What follows belongs to an exercise in optimizing a design on an open flow for small area; a production flow would make more cautious choices. Function was checked by simulation only, so behaviour that the tests miss may differ from the original. No activity file was given, so power comes from the tool's default toggle rates.

## cpu_top
module cpu_top(
  input         clk_i,
  input         rst_n_i,
  input         wr_en_i,
  input  [31:0] instr_i,
  input  [31:0] mem_rdata_i,
  output [31:0] pc_o,
  output [31:0] mem_addr_o,
  output        mem_rd_o,
  output [31:0] alu_result_o,
  output        z_flag_o
);
  reg  [29:0] pc_q;
  wire [29:0] next_pc_s;
  always @(posedge clk_i or negedge rst_n_i)
    if (!rst_n_i)
      pc_q <= 30'd0;
    else
      pc_q <= next_pc_s;
  ifu i_ifu(.pc_i(pc_q), .next_pc_o(next_pc_s));
  assign pc_o = {pc_q, 2'b00};
  wire [ 4:0] rd_s = instr_i[11:7];
  wire [31:0] wdata_s;
  wire [991:0] rf_data_s;
  reg  [ 31:1] valid_q;
  genvar i;
  generate
    for (i = 1; i < 32; i = i + 1) begin : g_reg
      reg  [31:0] x_q;
      wire        we_s = wr_en_i & (rd_s == i);
      always @(posedge clk_i)
        if (we_s)
          x_q <= wdata_s;
      always @(posedge clk_i or negedge rst_n_i)
        if (!rst_n_i)
          valid_q[i] <= 1'b0;
        else if (we_s)
          valid_q[i] <= 1'b1;
  ...
Size in the first run: about 2900 cells after synthesis, roughly 1100 flip-flops, roughly 46000 µm² of cells after synthesis.
clock: 14.0 ns
lec_check: 0
cap_margin: 20
core_margin: 2
core_utilization: 45
place_density: 0.6
setup_slack_margin: 0.2
slew_margin: 20
synth_hierarchical: 1
standard.sh (not shown) runs the stock make flow with config.mk's settings and CLKGATE_MAP_FILE= SYNTH_SCRIPT=/design/flow/synth_recipe.tcl, a recipe that flattens the netlist after the stock synthesis.
==> flow/flow/run.sh <==
#!/bin/bash
# Own layout flow: the standard ORFS flow (standard.sh, with the standard
# synthesis), changed only through ORFS's own variables:
#  - port buffers use the smallest buffer cell instead of the default,
#  - clock tree synthesis inserts no dummy loads and uses clkbuf_4 with
#    smaller sink clusters,

# Each tool's full output is in ORFS's logs under orfs/logs/; make's own
# output is in flow_make.log in this folder.
set -euo pipefail
cd "$(dirname "$0")/.."

export BUFFER_PORTS_ARGS="-buffer_cell sky130_fd_sc_hd__buf_1"
export CTS_ARGS="-sink_clustering_enable -repair_clock_nets -dont_use_dummy_load -buf_list sky130_fd_sc_hd__clkbuf_4 -sink_clustering_size 9 -sink_clustering_max_diameter 45"

bash standard.sh > flow_make.log 2>&1
The baseline passed the timing, design-rule and antenna checks.
Change:
==> flow/run.sh (new file) <==
#!/bin/bash
# synth_recipe.tcl (not shown) runs the flow's synth.tcl, then flattens the netlist and writes it again
# the make line also repeats each setting of config.mk as NAME=value (left out here)
make -C /OpenROAD-flow-scripts/flow DESIGN_CONFIG=/design/flow/config.mk WORK_HOME=/design/flow/orfs CLKGATE_MAP_FILE= SYNTH_SCRIPT=/design/flow/synth_recipe.tcl finish
- CTS_BUF_LIST: unset -> sky130_fd_sc_hd__clkbuf_4
- CTS_CLUSTER_DIAMETER: unset -> 45
- CTS_CLUSTER_SIZE: unset -> 9
- SETUP_SLACK_MARGIN: 0.2 -> 0.3
removed: flow/flow/run.sh
removed: flow/standard.sh
Result:
- The changed run completed without violations
- global-route usage went down by 0.20 points
- sequential cell count is unchanged
- total power rose by 6.3%
- wire length barely changes
- hold slack barely changes
- maximum frequency goes up by 1.3%
- first-iteration DRC count drops by about 6%
- count of clock-buffer cells in the layout climbs by 33
- sequential power is about the same
Change:
==> flow/flow/run.sh (new file) <==
#!/bin/bash
# Own layout flow: the standard ORFS flow (standard.sh, with the standard
# synthesis), changed only through ORFS's own variables:
#  - port buffers use the smallest buffer cell instead of the default,
#  - clock tree synthesis inserts no dummy loads and uses clkbuf_4 with
#    smaller sink clusters,

# Each tool's full output is in ORFS's logs under orfs/logs/; make's own
# output is in flow_make.log in this folder.
set -euo pipefail
cd "$(dirname "$0")/.."

export BUFFER_PORTS_ARGS="-buffer_cell sky130_fd_sc_hd__buf_1"
export CTS_ARGS="-sink_clustering_enable -repair_clock_nets -dont_use_dummy_load -buf_list sky130_fd_sc_hd__clkbuf_4 -sink_clustering_size 9 -sink_clustering_max_diameter 45"

bash standard.sh > flow_make.log 2>&1
==> flow/standard.sh (new file) <==
#!/bin/bash
# synth_recipe.tcl (not shown) runs the flow's synth.tcl, then flattens the netlist and writes it again
# the make line also repeats each setting of config.mk as NAME=value (left out here)
make -C /OpenROAD-flow-scripts/flow DESIGN_CONFIG=/design/flow/config.mk WORK_HOME=/design/flow/orfs CLKGATE_MAP_FILE= SYNTH_SCRIPT=/design/flow/synth_recipe.tcl "${@:-finish}"
- CORE_UTILIZATION: 45 -> 40
- CTS_BUF_LIST: sky130_fd_sc_hd__clkbuf_4 -> unset
- CTS_CLUSTER_DIAMETER: 45 -> unset
- CTS_CLUSTER_SIZE: 9 -> unset
- PLACE_DENSITY: 0.6 -> 0.55
- SETUP_SLACK_MARGIN: 0.3 -> 0.2
removed: flow/run.sh
Result:
- die area increases by roughly a tenth
- clock-buffer cell count shrinks by 32
- maximum frequency shrinks slightly
- area after synthesis does not change
- via count drops slightly
- cell count barely changes
- total power falls by a few percent

## what the ideal ports hide
The results above use ideal ports. As a check the final layouts listed here were re-extracted and re-timed, cells and wires unchanged. Step 1 assumes that a clkbuf_16 drives the clock port and a buf_2 every other input. Step 2 moves the port delays by t, midway between the first and last clock arrival at a register: inputs arrive t later, outputs are due t later. That takes back most of the time a late clock gives input paths. Slacks: ideal ports / drivers / drivers and shift; pairs: ideal ports / drivers.
| run | shift t [ns] | slack for setup (ns) | slew at the worst register clock pin (ns) |
|---|---|---|---|
| the first run | 1.141 | 0.454 / 0.424 / 0.424 | 0.11 / 0.11 |
| the second run | 1.153 | 0.625 / 0.592 / 0.592 | 0.11 / 0.11 |
| the third run | 1.127 | 0.479 / 0.450 / 0.450 | 0.11 / 0.11 |
After both steps setup and hold are still met in every run listed. The setup slack of the second run, which loses most, moves by -0.033 ns with the drivers and by -0.033 ns with both steps.
